Source: an optimization exercise on an open RTL-to-GDS flow (aim: small area). Production flows keep margins and buffers that such runs may drop. Function was checked by simulation only, so behaviour that the tests miss may differ from the original. The clock port is modelled as an ideal driver, which makes a skipped or thinned clock tree look cheaper than it is; a real chip needs a root buffer or a tree. No activity file was given, so power comes from the tool's default toggle rates.

== v6 ==
// Tetris
module Tetris(
    I_CLK,
    I_KEY_UP,
    I_KEY_DOWN,
    I_KEY_LEFT,
    I_KEY_RIGHT,
    I_RESET,
    O_RED,
    O_GREEN,
    O_BLUE,
    O_HSYNC,
    O_VSYNC,
    O_LED_KUP,
    O_LED_KDOWN,
    O_LED_KLEFT,
    O_LED_KRIGHT,
    display_data,
    draw_finish
);
For scale: roughly 0.0043 mm2 of cells after synthesis.
clock: 40.0 ns
lec_check: 0
cap_margin: 0
cell_pad_in_sites_detail_placement: 0
cell_pad_in_sites_global_placement: 0
core_margin: 2
core_utilization: 80
cts_buf_list: sky130_fd_sc_hd__clkbuf_8
cts_cluster_diameter: 500
cts_cluster_size: 100
place_density: 0.9
slew_margin: 0
standard.sh (not shown) runs the stock make flow with config.mk's settings and CLKGATE_MAP_FILE= SYNTH_SCRIPT=/design/flow/synth_recipe.tcl, a recipe that flattens the netlist after the stock synthesis.
==> flow/flow/run.sh <==
#!/bin/bash
# Own layout flow: the standard synthesis, then the combinational logic between the
# flip-flops re-mapped for area with ABC (the flip-flops are kept as they are): several
# seeded runs, the smallest one that Yosys proves equivalent to the standard netlist is
# used. Then the standard layout steps, with the smallest port buffers and a two-level
# clock tree of a few large buffers.
set -uo pipefail
WORK=$(pwd -P)
R=$WORK/orfs/results/sky130hd/Tetris/base
LIB=$FLOW_HOME/platforms/sky130hd/lib/sky130_fd_sc_hd__tt_025C_1v80.lib
YOSYS=$FLOW_HOME/../tools/install/yosys/bin/yosys
[[ -x $YOSYS ]] || YOSYS=yosys
DONTUSE="-dont_use *probe* -dont_use *lpflow*"

bash standard.sh $R/1_2_yosys.v > $WORK/log_synth.txt 2>&1 || exit 1
cp $R/1_2_yosys.v $WORK/netlist_std.v
sed 's/^module Tetris(/module gold(/' $WORK/netlist_std.v > $WORK/eq_gold.v

# re-mapping runs, 6 at a time
i=0
for run in nf:1 nf:2 nf:3 nf:4 nf:5 nf:6 nf:7 nf:8 nf:9 nf:10 nf:11 nf:12 \
           amap:1 amap:2 amap:3 amap:4 amap:5 amap:6; do
  kind=${run%%:*}; seed=${run##*:}
  i=$((i + 1))
  sed "s/{SEED}/$seed/" flow/abc_$kind.script > $WORK/abc_run_$i.script
  sed -e "s#{LIB}#$LIB#g; s#{IN}#$WORK/netlist_std.v#; s#{OUT}#$WORK/netlist_reopt_$i.v#; s#{SCRIPT}#$WORK/abc_run_$i.script#; s#{DONTUSE}#$DONTUSE#" \
    flow/reopt.ys > $WORK/reopt_run_$i.ys
  $YOSYS -s $WORK/reopt_run_$i.ys > $WORK/log_reopt_$i.txt 2>&1 &
  if (( i % 6 == 0 )); then wait; fi
done
wait

# candidates by area, smallest first
: > $WORK/reopt_areas.txt
for j in $(seq 1 $i); do
  a=$(grep "Chip area for module" $WORK/log_reopt_$j.txt | tail -1 | awk '{print $NF}')
  [[ -n "$a" && -s $WORK/netlist_reopt_$j.v ]] && echo "$a $j" >> $WORK/reopt_areas.txt
done
echo "standard netlist kept" > $WORK/reopt_status.txt
for j in $(sort -g $WORK/reopt_areas.txt | awk '{print $2}'); do
  sed 's/^module Tetris(/module gate(/' $WORK/netlist_reopt_$j.v > $WORK/eq_gate.v
  sed -e "s#{LIB}#$LIB#g; s#{GOLD}#$WORK/eq_gold.v#; s#{GATE}#$WORK/eq_gate.v#" flow/equiv.ys > $WORK/equiv_run.ys
  if $YOSYS -s $WORK/equiv_run.ys > $WORK/log_equiv_$j.txt 2>&1; then
    cp $WORK/netlist_reopt_$j.v $R/1_2_yosys.v
    echo "re-mapped netlist $j used" > $WORK/reopt_status.txt
    break
  fi
done
touch $R/1_2_yosys.v

# Port buffers of the smallest buffer; a two-level clock tree of a few large buffers.
export BUFFER_PORTS_ARGS="-inputs -outputs -buffer_cell sky130_fd_sc_hd__buf_1"
export PRE_CTS_TCL=$WORK/flow/cts_tree.tcl
export CTS_TREE_LEAVES=4
export CTS_TREE_ROOT=sky130_fd_sc_hd__clkbuf_4
export CTS_TREE_LEAF=sky130_fd_sc_hd__clkbuf_16
export CTS_TREE_MAX_SLEW=0.118
bash standard.sh finish > $WORK/log_layout.txt 2>&1
Other scripts of this flow, unchanged in this note and not shown: flow/flow/abc_amap.script, flow/flow/abc_nf.script, flow/flow/cts_tree.tcl, flow/flow/equiv.ys, flow/flow/reopt.ys
What v7 does differently from v6 at the input level:
- CORE_UTILIZATION now 85, was 80
- CELL_PAD_IN_SITES_DETAIL_PLACEMENT no longer set, was 0
- CELL_PAD_IN_SITES_GLOBAL_PLACEMENT no longer set, was 0
- PLACE_DENSITY now 0.92, was 0.9
[summary]
Run status, v7: aborted in 3_1_place_gp_skip_io, error GPL-0301
Taking v6 as the reference, in v7 synthesized netlist net count comparable; starting density of the core went up by 5.7 points.
The synthesized cell count was comparable across v6 and v7.
[v7] horizontal extent of the die fell about 2.8% relative to v6
Diff v6 -> v7: floorplan row count decreased 1, average instance area after synthesis held, floorplan die height saw a decrease, synthesized area neither gained nor lost much.
The clock cells of v6 come from the design's own scripts or RTL, not from TritonCTS.

* * *

Tetris, a different RTL version from the one above (not shown whole).
For scale: ~680 cells after synthesis, roughly 17 I/O pins.
export LEC_CHECK = 0
export CAP_MARGIN = 20
export CORE_MARGIN = 2
export CORE_UTILIZATION = 40
export SLEW_MARGIN = 20
create_clock -name core_clock -period 40.0 [get_ports {I_CLK}]
run.sh (not shown) runs the stock make flow with config.mk's settings and CLKGATE_MAP_FILE= SYNTH_SCRIPT=/design/flow/synth_recipe.tcl, a recipe that flattens the netlist after the stock synthesis.
Stock flow here: none of the scripts above is used.
The starting point passed the timing, DRC and antenna checks.
Next try:
--- a/flow/config.mk
+++ b/flow/config.mk
@@ -7,5 +7,9 @@
 export LEC_CHECK = 0
-export CAP_MARGIN = 20
+export ABC_AREA = 1
+export CAP_MARGIN = 0
 export CORE_MARGIN = 2
-export CORE_UTILIZATION = 40
-export SLEW_MARGIN = 20
+export CORE_UTILIZATION = 70
+export CTS_BUF_LIST = sky130_fd_sc_hd__clkbuf_8
+export CTS_CLUSTER_DIAMETER = 500
+export CTS_CLUSTER_SIZE = 100
+export SLEW_MARGIN = 0
Result: Register-to-register slack improves by 0.96 ns. Final area fell by 7.1%. Global-route usage is higher by 11 points. Clock power drops by 26%. Count of clock-buffer cells in the layout is lower by 1. Die area fell by 44%. Critical path depth does not change. Synthesized area went down by 3.9%. Cell count fell by 1.2%.

* * *

== wip/garnet ==
Another version of the RTL of Tetris (not shown whole).
Size in the first run: about 17 I/O pins, about 4300 um^2 of cells after synthesis.
Settings: LEC_CHECK=0, CAP_MARGIN=0, CELL_PAD_IN_SITES_DETAIL_PLACEMENT=0, CELL_PAD_IN_SITES_GLOBAL_PLACEMENT=0, CORE_MARGIN=2, CORE_UTILIZATION=80, CTS_BUF_LIST=sky130_fd_sc_hd__clkbuf_8, CTS_CLUSTER_DIAMETER=500, CTS_CLUSTER_SIZE=100, PLACE_DENSITY=0.9, SLEW_MARGIN=0; clock period 40.0 ns.
standard.sh (not shown) runs the stock make flow with config.mk's settings and CLKGATE_MAP_FILE= SYNTH_SCRIPT=/design/flow/synth_recipe.tcl, a recipe that flattens the netlist after the stock synthesis.
==> flow/flow/run.sh <==
#!/bin/bash
# Own layout flow: the standard synthesis, then the combinational logic between the
# flip-flops re-mapped for area with ABC (the flip-flops are kept as they are): several
# seeded runs, the smallest one that Yosys proves equivalent to the standard netlist is
# used. Then the standard layout steps, with the smallest port buffers and a two-level
# clock tree of a few large inverters.
set -uo pipefail
WORK=$(pwd -P)
R=$WORK/orfs/results/sky130hd/Tetris/base
LIB=$FLOW_HOME/platforms/sky130hd/lib/sky130_fd_sc_hd__tt_025C_1v80.lib
YOSYS=$FLOW_HOME/../tools/install/yosys/bin/yosys
[[ -x $YOSYS ]] || YOSYS=yosys
DONTUSE="-dont_use *probe* -dont_use *lpflow*"

bash standard.sh $R/1_2_yosys.v > $WORK/log_synth.txt 2>&1 || exit 1
cp $R/1_2_yosys.v $WORK/netlist_std.v
sed 's/^module Tetris(/module gold(/' $WORK/netlist_std.v > $WORK/eq_gold.v

# re-mapping runs, 6 at a time
i=0
runs=""
for seed in $(seq 1 36); do runs="$runs nf:$seed"; done
for seed in $(seq 1 12); do runs="$runs amap:$seed"; done
for run in $runs; do
  kind=${run%%:*}; seed=${run##*:}
  i=$((i + 1))
  sed "s/{SEED}/$seed/" flow/abc_$kind.script > $WORK/abc_run_$i.script
  sed -e "s#{LIB}#$LIB#g; s#{IN}#$WORK/netlist_std.v#; s#{OUT}#$WORK/netlist_reopt_$i.v#; s#{SCRIPT}#$WORK/abc_run_$i.script#; s#{DONTUSE}#$DONTUSE#" \
    flow/reopt.ys > $WORK/reopt_run_$i.ys
  $YOSYS -s $WORK/reopt_run_$i.ys > $WORK/log_reopt_$i.txt 2>&1 &
  if (( i % 6 == 0 )); then wait; fi
done
wait

# candidates by area, smallest first
: > $WORK/reopt_areas.txt
for j in $(seq 1 $i); do
  a=$(grep "Chip area for module" $WORK/log_reopt_$j.txt | tail -1 | awk '{print $NF}')
  [[ -n "$a" && -s $WORK/netlist_reopt_$j.v ]] && echo "$a $j" >> $WORK/reopt_areas.txt
done
echo "standard netlist kept" > $WORK/reopt_status.txt
for j in $(sort -g $WORK/reopt_areas.txt | awk '{print $2}'); do
  sed 's/^module Tetris(/module gate(/' $WORK/netlist_reopt_$j.v > $WORK/eq_gate.v
  sed -e "s#{LIB}#$LIB#g; s#{GOLD}#$WORK/eq_gold.v#; s#{GATE}#$WORK/eq_gate.v#" flow/equiv.ys > $WORK/equiv_run.ys
  if $YOSYS -s $WORK/equiv_run.ys > $WORK/log_equiv_$j.txt 2>&1; then
    cp $WORK/netlist_reopt_$j.v $R/1_2_yosys.v
    echo "re-mapped netlist $j used" > $WORK/reopt_status.txt
    break
  fi
done
touch $R/1_2_yosys.v

# Port buffers of the smallest buffer; a two-level clock tree of a few large inverters.
export BUFFER_PORTS_ARGS="-inputs -outputs -buffer_cell sky130_fd_sc_hd__buf_1"
export PRE_CTS_TCL=$WORK/flow/cts_tree.tcl
export CTS_TREE_ROOT=sky130_fd_sc_hd__inv_6
export CTS_TREE_CONFIGS="3:sky130_fd_sc_hd__inv_16 4:sky130_fd_sc_hd__inv_12 4:sky130_fd_sc_hd__inv_16 5:sky130_fd_sc_hd__inv_16 6:sky130_fd_sc_hd__inv_16 8:sky130_fd_sc_hd__inv_16"
export CTS_TREE_MAX_SLEW=0.108
bash standard.sh finish > $WORK/log_layout.txt 2>&1
Other scripts of this flow, unchanged in this note and not shown: flow/flow/abc_amap.script, flow/flow/abc_nf.script, flow/flow/cts_tree.tcl, flow/flow/equiv.ys, flow/flow/reopt.ys
wip/garnet finished all stages; the layout is clean.
### wip/garnet -> wip/raven
--- a/flow/flow/run.sh
+++ b/flow/flow/run.sh
@@ -5,3 +5,3 @@
 # used. Then the standard layout steps, with the smallest port buffers and a two-level
-# clock tree of a few large inverters.
+# clock tree of a few large buffers.
 set -uo pipefail
@@ -20,6 +20,5 @@
 i=0
-runs=""
-for seed in $(seq 1 36); do runs="$runs nf:$seed"; done
-for seed in $(seq 1 12); do runs="$runs amap:$seed"; done
-for run in $runs; do
+for run in nf:1 nf:2 nf:3 nf:4 nf:5 nf:6 nf:7 nf:8 nf:9 nf:10 nf:11 nf:12 \
+           nf:13 nf:14 nf:15 nf:16 nf:17 nf:18 \
+           amap:1 amap:2 amap:3 amap:4 amap:5 amap:6; do
   kind=${run%%:*}; seed=${run##*:}
[summary]
Per the comparison of wip/raven with wip/garnet, total via count in the routed design went up; routed wire length went up; met1 usage in global routing did not really move; worst hold margin went down. Looking at area after synthesis across both flows, wip/raven is the weaker of the two, with wip/garnet ahead. Sum of buffers and inverters on the critical path: wip/raven vs wip/garnet identical. Average cell area after synthesis: wip/raven vs wip/garnet down 0.59%. For the switching component of the power, wip/raven came in 0.00000040 W higher than wip/garnet did. Between wip/raven and wip/garnet, sequential share of layout area is higher for wip/garnet, wip/raven comes in under that. Diff wip/garnet -> wip/raven | violation count after the first detailed-route iteration | up by more than half.
No run of this note takes its clock network from TritonCTS; it comes from the design's own scripts or RTL.

* * *

The RTL this note starts from:
==> flow/design.v <==
`timescale 1ns / 1ps
module d_ff(
    clk,
    rst,
    d,
    q
);
input wire clk;
input wire rst;
input wire d;
output reg q;
always@(posedge clk) begin
    if (rst)
        q <= 1'b0;
    else
        q <= d;
end
endmodule
`timescale 1ns / 1ps
module KEY_PRESS(
    clk,
    rst,
    key_sw,
    rise
);
input clk;
input rst;
input key_sw;
output rise;
localparam [18:0] C0   = 19'h66E32;
localparam [18:0] R    = 19'h3FFFF;
localparam [18:0] MASK = 19'b0101010101010101010;
reg  [18:0] q;
wire [18:0] s = q ^ MASK;
wire        en = key_sw & ~rst;
wire        fb = ~(s[18] ^ s[5]) | rise;
assign rise = (s == R);
always @(posedge clk)
    q <= (en ? {s[17:0], fb} : C0) ^ MASK;
endmodule
`timescale 1ns / 1ps
module VGA(
    vga_clk,
    rst,
    disp_row,
    disp_col,
    redOut,
    greenOut,
    blueOut,
    hsync,
    vsync,
    draw_finish,
    pre_finish,
    display_data
);
input vga_clk;
input rst;
input [4:0] disp_row;
input [2:0] disp_col;
output redOut, greenOut, blueOut;
output hsync;
output vsync;
output draw_finish;
output pre_finish;
output display_data;
reg [4:0] ha, hb, va, vb;
function ge5;
    input [4:0] x;
    input [4:0] k;
    integer i;
    begin
        ge5 = 1'b1;
        for (i = 0; i < 5; i = i + 1)
            ge5 = k[i] ? (x[i] & ge5) : (x[i] | ge5);
    end
endfunction
function hge;
    input [4:0] a;
    input [4:0] b;
    input integer t;
    begin
        hge = (t / 25 == 31) ? ((a == 5'd31) & ge5(b, t % 25))
            : (ge5(a, t / 25 + 1) | ((a == t / 25) & ge5(b, t % 25)));
    end
endfunction
function hin;     
    input [4:0] a;
    input [4:0] b;
    input integer lo;
    input integer hi;
    begin
        hin = hge(a, b, lo) & ~hge(a, b, hi + 1);
    end
endfunction
localparam [4:0] HA0 = 5'd1, HB0 = 5'd5, VA0 = 5'd18, VB0 = 5'd16;
wire hb_end = hb[4] & hb[3];                     
wire vb_end = vb[4] & vb[3];                     
wire va_end = va[4] & va[2];                     
wire h_end  = (ha == 5'd1) & (hb == 5'd4);       
wire vb_clr = h_end & vb_end;
wire va_clr = vb_clr & va_end;
wire [5:0] tha, thb, tva, tvb;
assign thb[0] = 1'b1;
assign tha[0] = hb_end;
assign tvb[0] = h_end;
assign tva[0] = vb_clr;
genvar i;
generate
    for (i = 0; i < 5; i = i + 1) begin : cnt
        assign tha[i+1] = tha[i] & ha[i];
        assign thb[i+1] = thb[i] & hb[i];
        assign tva[i+1] = tva[i] & va[i];
        assign tvb[i+1] = tvb[i] & vb[i];
        always @(posedge vga_clk) begin
            ha[i] <= rst ? HA0[i] : (ha[i] ^ tha[i]);
            hb[i] <= rst ? HB0[i] : ~hb_end & (hb[i] ^ thb[i]);
            va[i] <= rst ? VA0[i] : ~va_clr & (va[i] ^ tva[i]);
            vb[i] <= rst ? VB0[i] : ~vb_clr & (vb[i] ^ tvb[i]);
        end
    end
endgenerate
wire last_line = (va == 5'd18) & (vb == 5'd15);   
wire h_30 = (ha == 5'd1) & (hb == 5'd5);          
wire h_31 = (ha == 5'd1) & (hb == 5'd6);          
assign pre_finish  = last_line & h_30;
assign draw_finish = last_line & h_31;
wire hsync_n = hin(ha, hb, 30, 125);              
wire disp_h  = hge(ha, hb, 173) | ~hge(ha, hb, 13);    
wire h143    = (ha == 5'd6) & (hb == 5'd23);
wire grid_h  = h143 | hin(ha, hb, 399, 593);      
wire bord_h  = hin(ha, hb, 391, 601);             
wire vsync_n = (va == 5'd18) & (vb[4:1] == 4'd8);  
wire disp_v  = hge(va, vb, 500) | ~hge(va, vb, 455);   
wire grid_v  = ~hge(va, vb, 441);                 
wire bord_v  = hge(va, vb, 517) | ~hge(va, vb, 449);   
assign hsync = ~hsync_n;
assign vsync = ~vsync_n;
assign display_data = disp_h & disp_v;
wire col_hit = h143 ? (disp_col == 3'd5)
             : (ha == 5'd15) ? (disp_col == 3'd0)
             : (ha[2:0] == disp_col);
wire row_hit = (va == disp_row);
wire lit = col_hit & row_hit;
reg [2:0] rgb;
always @(*) begin
    if (!display_data)
        rgb = 3'b000;
    else if (grid_h && grid_v)
        rgb = lit ? 3'b111 : 3'b000;
    else if (bord_h && bord_v)
        rgb = 3'b100;
    else
        rgb = 3'b001;
end
assign {redOut, greenOut, blueOut} = rgb;
endmodule
`timescale 1ns / 1ps
module STORAGE_CTRL;
endmodule
`timescale 1ns / 1ps
module GAME_CTRL(
    clk,
    rst,
    rise,
    draw_finish,
    pre_finish,
    disp_row,
    disp_col
);
input clk;
input rst;
input [3:0] rise;         
input draw_finish;
input pre_finish;         
output [4:0] disp_row;    
output [2:0] disp_col;
reg [3:0] op_keys_lt;     
reg [3:0] frame_keys;     
reg [7:0] head_x;
reg [7:0] head_y;
reg pub_valid;            
reg shown_valid;          
wire [8:0] row = head_y + head_x[7:3];
wire row_ok = ~|row[8:5] & ~(row[4] & |row[3:1]);
assign disp_row = (shown_valid & row_ok) ? row[4:0] : 5'd31;
assign disp_col = head_x[2:0];
always @(posedge clk) begin
    if (rst) begin
        head_x <= 0;
        head_y <= 0;
    end
    else if (pre_finish) begin
        if (frame_keys[0])
            head_y <= head_y - 8'd1;
        if (frame_keys[2])
            head_x <= head_x - 8'd1;
    end
    else if (draw_finish) begin
        if (frame_keys[1])
            head_y <= (~|head_y[7:4]) ? {3'b000, head_y[3:0] + 5'd1} : 8'd17;
        if (frame_keys[3])
            head_x <= (~|head_x[7:3] & ~(head_x[2] & head_x[1])) ? {5'b00000, head_x[2:0] + 3'd1} : 8'd7;
    end
end
always @(posedge clk) begin
    if (rst) begin
        op_keys_lt <= 0;
        frame_keys <= 0;
        pub_valid <= 0;
        shown_valid <= 0;
    end
    else if (draw_finish) begin
        op_keys_lt <= rise;
        frame_keys <= op_keys_lt;
        pub_valid <= 1;
        shown_valid <= pub_valid;
    end
    else if (!pre_finish)
        op_keys_lt <= op_keys_lt | rise;
end
endmodule
`timescale 1ns / 1ps
module GRID_CTRL;
endmodule
`timescale 1ns / 1ps
module Tetris(
    I_CLK,
    I_KEY_UP,
    I_KEY_DOWN,
    I_KEY_LEFT,
    I_KEY_RIGHT,
    I_RESET,
    O_RED,
    O_GREEN,
    O_BLUE,
    O_HSYNC,
    O_VSYNC,
    O_LED_KUP,
    O_LED_KDOWN,
    O_LED_KLEFT,
    O_LED_KRIGHT,
    display_data,
    draw_finish
);
input I_CLK;
input I_KEY_UP;
input I_KEY_DOWN;
input I_KEY_LEFT;
input I_KEY_RIGHT;
input I_RESET;
output O_RED;
output O_GREEN;
output O_BLUE;
output O_HSYNC;
output O_VSYNC;
output O_LED_KUP;
output O_LED_KDOWN;
output O_LED_KLEFT;
output O_LED_KRIGHT;
output draw_finish;
output display_data;
wire [3:0] rise;
wire [4:0] disp_row;
wire [2:0] disp_col;
wire pre_finish;
assign O_LED_KUP = I_KEY_UP;
assign O_LED_KDOWN = I_KEY_DOWN;
assign O_LED_KLEFT = I_KEY_LEFT;
assign O_LED_KRIGHT = I_KEY_RIGHT;
KEY_PRESS up_key_event    (.clk(I_CLK), .rst(I_RESET), .key_sw(I_KEY_UP),    .rise(rise[0]));
KEY_PRESS down_key_event  (.clk(I_CLK), .rst(I_RESET), .key_sw(I_KEY_DOWN),  .rise(rise[1]));
KEY_PRESS left_key_event  (.clk(I_CLK), .rst(I_RESET), .key_sw(I_KEY_LEFT),  .rise(rise[2]));
KEY_PRESS right_key_event (.clk(I_CLK), .rst(I_RESET), .key_sw(I_KEY_RIGHT), .rise(rise[3]));
VGA vga_controller
(
    .vga_clk(I_CLK),
    .rst(I_RESET),
    .disp_row(disp_row),
    .disp_col(disp_col),
    .redOut(O_RED),
    .greenOut(O_GREEN),
    .blueOut(O_BLUE),
    .hsync(O_HSYNC),
    .vsync(O_VSYNC),
    .draw_finish(draw_finish),
    .pre_finish(pre_finish),
    .display_data(display_data)
);
GAME_CTRL game_module
(
    .clk(I_CLK),
    .rst(I_RESET),
    .rise(rise),
    .draw_finish(draw_finish),
    .pre_finish(pre_finish),
    .disp_row(disp_row),
    .disp_col(disp_col)
);
endmodule
export LEC_CHECK = 0
export CAP_MARGIN = 0
export CELL_PAD_IN_SITES_DETAIL_PLACEMENT = 0
export CELL_PAD_IN_SITES_GLOBAL_PLACEMENT = 0
export CORE_MARGIN = 2
export CORE_UTILIZATION = 80
export CTS_BUF_LIST = sky130_fd_sc_hd__clkbuf_8
export CTS_CLUSTER_DIAMETER = 500
export CTS_CLUSTER_SIZE = 100
export PLACE_DENSITY = 0.9
export SLEW_MARGIN = 0
create_clock -name core_clock -period 40.0 [get_ports {I_CLK}]
==> flow/flow/run.sh <==
#!/bin/bash
# Own layout flow: the standard synthesis, then the combinational logic between the
# flip-flops re-mapped for area with ABC (the flip-flops are kept as they are): several
# seeded runs, the smallest one that Yosys proves equivalent to the standard netlist is
# used. Then the standard layout steps, with the smallest port buffers and a two-level
# clock tree of a few large buffers.
set -uo pipefail
WORK=$(pwd -P)
R=$WORK/orfs/results/sky130hd/Tetris/base
LIB=$FLOW_HOME/platforms/sky130hd/lib/sky130_fd_sc_hd__tt_025C_1v80.lib
YOSYS=$FLOW_HOME/../tools/install/yosys/bin/yosys
[[ -x $YOSYS ]] || YOSYS=yosys
DONTUSE="-dont_use *probe* -dont_use *lpflow*"

bash standard.sh $R/1_2_yosys.v > $WORK/log_synth.txt 2>&1 || exit 1
cp $R/1_2_yosys.v $WORK/netlist_std.v
sed 's/^module Tetris(/module gold(/' $WORK/netlist_std.v > $WORK/eq_gold.v

# re-mapping runs, 6 at a time
i=0
for run in nf:1 nf:2 nf:3 nf:4 nf:5 nf:6 nf:7 nf:8 nf:9 nf:10 nf:11 nf:12 \
           amap:1 amap:2 amap:3 amap:4 amap:5 amap:6; do
  kind=${run%%:*}; seed=${run##*:}
  i=$((i + 1))
  sed "s/{SEED}/$seed/" flow/abc_$kind.script > $WORK/abc_run_$i.script
  sed -e "s#{LIB}#$LIB#g; s#{IN}#$WORK/netlist_std.v#; s#{OUT}#$WORK/netlist_reopt_$i.v#; s#{SCRIPT}#$WORK/abc_run_$i.script#; s#{DONTUSE}#$DONTUSE#" \
    flow/reopt.ys > $WORK/reopt_run_$i.ys
  $YOSYS -s $WORK/reopt_run_$i.ys > $WORK/log_reopt_$i.txt 2>&1 &
  if (( i % 6 == 0 )); then wait; fi
done
wait

# candidates by area, smallest first
: > $WORK/reopt_areas.txt
for j in $(seq 1 $i); do
  a=$(grep "Chip area for module" $WORK/log_reopt_$j.txt | tail -1 | awk '{print $NF}')
  [[ -n "$a" && -s $WORK/netlist_reopt_$j.v ]] && echo "$a $j" >> $WORK/reopt_areas.txt
done
echo "standard netlist kept" > $WORK/reopt_status.txt
for j in $(sort -g $WORK/reopt_areas.txt | awk '{print $2}'); do
  sed 's/^module Tetris(/module gate(/' $WORK/netlist_reopt_$j.v > $WORK/eq_gate.v
  sed -e "s#{LIB}#$LIB#g; s#{GOLD}#$WORK/eq_gold.v#; s#{GATE}#$WORK/eq_gate.v#" flow/equiv.ys > $WORK/equiv_run.ys
  if $YOSYS -s $WORK/equiv_run.ys > $WORK/log_equiv_$j.txt 2>&1; then
    cp $WORK/netlist_reopt_$j.v $R/1_2_yosys.v
    echo "re-mapped netlist $j used" > $WORK/reopt_status.txt
    break
  fi
done
touch $R/1_2_yosys.v

# Port buffers of the smallest buffer; a two-level clock tree of a few large buffers.
export BUFFER_PORTS_ARGS="-inputs -outputs -buffer_cell sky130_fd_sc_hd__buf_1"
export PRE_CTS_TCL=$WORK/flow/cts_tree.tcl
export CTS_TREE_LEAVES=4
export CTS_TREE_ROOT=sky130_fd_sc_hd__clkbuf_4
export CTS_TREE_LEAF=sky130_fd_sc_hd__clkbuf_16
export CTS_TREE_MAX_SLEW=0.113
bash standard.sh finish > $WORK/log_layout.txt 2>&1
==> flow/flow/cts_tree.tcl <==
# Simple two-level clock tree: one root buffer fed by the clock port, K leaf buffers,
# each driving one k-means cluster of the flip-flops. Sources setRC etc. from caller.
proc build_clock_tree { clk_port_name K root_cell leaf_cell } {
  set db [ord::get_db]
  set block [ord::get_db_block]
  set clknet [[$block findBTerm $clk_port_name] getNet]
  set sinks {}
  foreach it [$clknet getITerms] {
    set inst [$it getInst]
    set bb [$inst getBBox]
    lappend sinks [list $it [expr {([$bb xMin] + [$bb xMax]) / 2.0}] [expr {([$bb yMin] + [$bb yMax]) / 2.0}]]
  }
  set n [llength $sinks]
  # k-means, seeded along x
  set sorted [lsort -real -index 1 $sinks]
  set cx {}; set cy {}
  for {set k 0} {$k < $K} {incr k} {
    set s [lindex $sorted [expr {int(($k + 0.5) * $n / $K)}]]
    lappend cx [lindex $s 1]; lappend cy [lindex $s 2]
  }
  for {set iter 0} {$iter < 30} {incr iter} {
    set cap [expr {($n + $K - 1) / $K}]
    set sx [lrepeat $K 0.0]; set sy [lrepeat $K 0.0]; set cnt [lrepeat $K 0]
    set assign [lrepeat $n -1]
    # balanced assignment: sinks nearest to some centre first, each to the nearest centre with room
    set order {}
    set i 0
    foreach s $sinks {
      set bd 1e30
      for {set k 0} {$k < $K} {incr k} {
        set d [expr {abs([lindex $s 1] - [lindex $cx $k]) + abs([lindex $s 2] - [lindex $cy $k])}]
        if {$d < $bd} { set bd $d }
      }
      lappend order [list $i $bd]
      incr i
    }
    foreach o [lsort -real -index 1 $order] {
      set i [lindex $o 0]
      set s [lindex $sinks $i]
      set best -1; set bd 1e30
      for {set k 0} {$k < $K} {incr k} {
        if {[lindex $cnt $k] >= $cap} continue
        set d [expr {abs([lindex $s 1] - [lindex $cx $k]) + abs([lindex $s 2] - [lindex $cy $k])}]
        if {$d < $bd} { set bd $d; set best $k }
      }
      lset assign $i $best
      lset sx $best [expr {[lindex $sx $best] + [lindex $s 1]}]
      lset sy $best [expr {[lindex $sy $best] + [lindex $s 2]}]
      lset cnt $best [expr {[lindex $cnt $best] + 1}]
    }
    for {set k 0} {$k < $K} {incr k} {
      if {[lindex $cnt $k] > 0} {
        lset cx $k [expr {[lindex $sx $k] / [lindex $cnt $k]}]
        lset cy $k [expr {[lindex $sy $k] / [lindex $cnt $k]}]
      }
    }
  }
  puts "clock tree: $n sinks, clusters: $cnt"
  set rootm [$db findMaster $root_cell]
  set leafm [$db findMaster $leaf_cell]
  # root buffer at the centroid of the leaf buffers
  set rx 0.0; set ry 0.0
  for {set k 0} {$k < $K} {incr k} { set rx [expr {$rx + [lindex $cx $k] / $K}]; set ry [expr {$ry + [lindex $cy $k] / $K}] }
  set root [odb::dbInst_create $block $rootm "clkbuf_root_I_CLK"]
  set rootnet [odb::dbNet_create $block "clknet_root_I_CLK"]
  $rootnet setSigType CLOCK
  [$root findITerm A] connect $clknet
  [$root findITerm X] connect $rootnet
  $root setLocation [expr {int($rx)}] [expr {int($ry)}]
  $root setPlacementStatus PLACED
  set leafnets {}
  for {set k 0} {$k < $K} {incr k} {
    set b [odb::dbInst_create $block $leafm "clkbuf_leaf_${k}_I_CLK"]
    set net [odb::dbNet_create $block "clknet_leaf_${k}_I_CLK"]
    $net setSigType CLOCK
    [$b findITerm A] connect $rootnet
    [$b findITerm X] connect $net
    $b setLocation [expr {int([lindex $cx $k])}] [expr {int([lindex $cy $k])}]
    $b setPlacementStatus PLACED
    lappend leafnets $net
  }
  set i 0
  foreach s $sinks {
    set it [lindex $s 0]
    $it disconnect
    $it connect [lindex $leafnets [lindex $assign $i]]
    incr i
  }
}

proc remove_clock_tree { clk_port_name } {
  set block [ord::get_db_block]
  set clknet [[$block findBTerm $clk_port_name] getNet]
  foreach inst [$block getInsts] {
    if {![string match "clkbuf_leaf_*_I_CLK" [$inst getName]]} continue
    set net [[$inst findITerm X] getNet]
    foreach it [$net getITerms] {
      if {[$it getInst] == $inst} continue
      $it disconnect
      $it connect $clknet
    }
    odb::dbInst_destroy $inst
    odb::dbNet_destroy $net
  }
  set root [$block findInst "clkbuf_root_I_CLK"]
  set rnet [$block findNet "clknet_root_I_CLK"]
  odb::dbInst_destroy $root
  odb::dbNet_destroy $rnet
}

proc max_clock_pin_slew { } {
  set mx 0
  foreach p [get_pins -hierarchical */CLK] {
    set v [get_property $p slew_max]
    if {$v > $mx} { set mx $v }
  }
  return $mx
}

# Sourced by ORFS's cts.tcl as PRE_CTS_TCL: its clock_tree_synthesis call builds this tree
# instead: CTS_TREE_LEAVES leaf buffers of CTS_TREE_LEAF under one CTS_TREE_ROOT buffer,
# with one more leaf while the estimated flip-flop clock slew is over CTS_TREE_MAX_SLEW (ns).
# The rest of cts.tcl (placement legalisation, timing repair) runs as usual.
proc clock_tree_synthesis { args } {
  set_propagated_clock [all_clocks]
  for {set k $::env(CTS_TREE_LEAVES)} {$k <= 12} {incr k} {
    build_clock_tree I_CLK $k $::env(CTS_TREE_ROOT) $::env(CTS_TREE_LEAF)
    detailed_placement
    estimate_parasitics -placement
    set slew [max_clock_pin_slew]
    puts "clock tree with $k leaves: estimated largest clock pin slew $slew"
    if {$slew <= $::env(CTS_TREE_MAX_SLEW) || $k == 12} break
    remove_clock_tree I_CLK
  }
}
Other scripts of this flow, unchanged in this note and not shown: flow/flow/abc_amap.script, flow/flow/abc_nf.script, flow/flow/equiv.ys, flow/flow/reopt.ys
Edit:
--- a/flow/flow/run.sh
+++ b/flow/flow/run.sh
@@ -49,10 +49,9 @@
 touch $R/1_2_yosys.v
 
-# Port buffers of the smallest buffer; a two-level clock tree of a few large buffers.
+# Port buffers of the smallest buffer; a two-level clock tree of a few large inverters.
 export BUFFER_PORTS_ARGS="-inputs -outputs -buffer_cell sky130_fd_sc_hd__buf_1"
 export PRE_CTS_TCL=$WORK/flow/cts_tree.tcl
-export CTS_TREE_LEAVES=4
-export CTS_TREE_ROOT=sky130_fd_sc_hd__clkbuf_4
-export CTS_TREE_LEAF=sky130_fd_sc_hd__clkbuf_16
-export CTS_TREE_MAX_SLEW=0.113
+export CTS_TREE_ROOT=sky130_fd_sc_hd__inv_6
+export CTS_TREE_CONFIGS="3:sky130_fd_sc_hd__inv_16 4:sky130_fd_sc_hd__inv_12 4:sky130_fd_sc_hd__inv_16 5:sky130_fd_sc_hd__inv_16 6:sky130_fd_sc_hd__inv_16 8:sky130_fd_sc_hd__inv_16"
+export CTS_TREE_MAX_SLEW=0.108
 bash standard.sh finish > $WORK/log_layout.txt 2>&1
--- a/flow/flow/cts_tree.tcl
+++ b/flow/flow/cts_tree.tcl
@@ -1,2 +1,9 @@
+proc out_iterm { inst } {
+  foreach it [$inst getITerms] {
+    if {[$it isOutputSignal]} { return $it }
+  }
+  error "no output pin on [$inst getName]"
+}
+
 # Simple two-level clock tree: one root buffer fed by the clock port, K leaf buffers,
 # each driving one k-means cluster of the flip-flops. Sources setRC etc. from caller.
@@ -66,5 +73,5 @@
   $rootnet setSigType CLOCK
   [$root findITerm A] connect $clknet
-  [$root findITerm X] connect $rootnet
+  [out_iterm $root] connect $rootnet
   $root setLocation [expr {int($rx)}] [expr {int($ry)}]
   $root setPlacementStatus PLACED
@@ -75,5 +82,5 @@
     $net setSigType CLOCK
     [$b findITerm A] connect $rootnet
-    [$b findITerm X] connect $net
+    [out_iterm $b] connect $net
     $b setLocation [expr {int([lindex $cx $k])}] [expr {int([lindex $cy $k])}]
     $b setPlacementStatus PLACED
@@ -94,5 +101,5 @@
   foreach inst [$block getInsts] {
     if {![string match "clkbuf_leaf_*_I_CLK" [$inst getName]]} continue
-    set net [[$inst findITerm X] getNet]
+    set net [[out_iterm $inst] getNet]
     foreach it [$net getITerms] {
       if {[$it getInst] == $inst} continue
@@ -119,17 +126,25 @@
 
 # Sourced by ORFS's cts.tcl as PRE_CTS_TCL: its clock_tree_synthesis call builds this tree
-# instead: CTS_TREE_LEAVES leaf buffers of CTS_TREE_LEAF under one CTS_TREE_ROOT buffer,
-# with one more leaf while the estimated flip-flop clock slew is over CTS_TREE_MAX_SLEW (ns).
+# instead: one CTS_TREE_ROOT cell fed by the clock port, driving the leaf cells, each of
+# which drives one cluster of flip-flops. CTS_TREE_CONFIGS lists "leaves:cell" choices,
+# smallest first; the first whose estimated flip-flop clock slew is at most
+# CTS_TREE_MAX_SLEW (ns) is kept. Root and leaves are both inverters or both buffers, so
+# the flip-flops see the clock's own polarity.
 # The rest of cts.tcl (placement legalisation, timing repair) runs as usual.
 proc clock_tree_synthesis { args } {
   set_propagated_clock [all_clocks]
-  for {set k $::env(CTS_TREE_LEAVES)} {$k <= 12} {incr k} {
-    build_clock_tree I_CLK $k $::env(CTS_TREE_ROOT) $::env(CTS_TREE_LEAF)
+  set configs $::env(CTS_TREE_CONFIGS)
+  set last [expr {[llength $configs] - 1}]
+  set n 0
+  foreach cfg $configs {
+    lassign [split $cfg :] k leaf
+    build_clock_tree I_CLK $k $::env(CTS_TREE_ROOT) $leaf
     detailed_placement
     estimate_parasitics -placement
     set slew [max_clock_pin_slew]
-    puts "clock tree with $k leaves: estimated largest clock pin slew $slew"
-    if {$slew <= $::env(CTS_TREE_MAX_SLEW) || $k == 12} break
+    puts "clock tree with $k leaves of $leaf: estimated largest clock pin slew $slew"
+    if {$slew <= $::env(CTS_TREE_MAX_SLEW) || $n == $last} break
     remove_clock_tree I_CLK
+    incr n
   }
 }
What happened: Final cell count is unchanged; clock skew goes up by 6.2 ps; total power goes down by 2.0%; via count decreases by 0.76%; wire length drops by 1.1%; register-to-register slack is worse by 70 ps; fmax barely changes; design area drops by 0.41%.
In every run of this note, the design's own scripts or RTL, not TritonCTS, make the clock network.

[re-timing with driven ports]
No port has a modelled driver above. Below, the same layouts with a new extraction and two added sets of constraints. Step 1 assumes that a clkbuf_16 drives the clock port and a buf_2 every other input. Step 2 also shifts input and output timing later by t, the mid clock arrival at the registers, as if the neighbouring blocks saw the same clock. Slacks: no drivers / after step 1 / after step 2; pairs: no drivers / after step 1.
run	t (ns)	slack for setup (ns)	worst setup path at the end	cell pins on the clock port's net
v6	0.455	23.694 / 23.665 / 23.665	input to output	1
the first run of note 2	0.453	22.969 / 22.942 / 22.942	input to output	1
the second run of note 2	0.466	22.980 / 22.952 / 22.952	input to output	1
wip/garnet	0.266	23.687 / 23.640 / 23.640	input to output	1
wip/raven	0.270	23.692 / 23.670 / 23.670	input to output	1
the first run of note 4	0.455	23.694 / 23.665 / 23.665	input to output	1
the second run of note 4	0.268	23.690 / 23.662 / 23.662	input to output	1
After both steps setup and hold are still met in every run listed. The setup slack of wip/garnet, which loses most, moves by -0.047 ns with the drivers and by -0.047 ns with both steps.
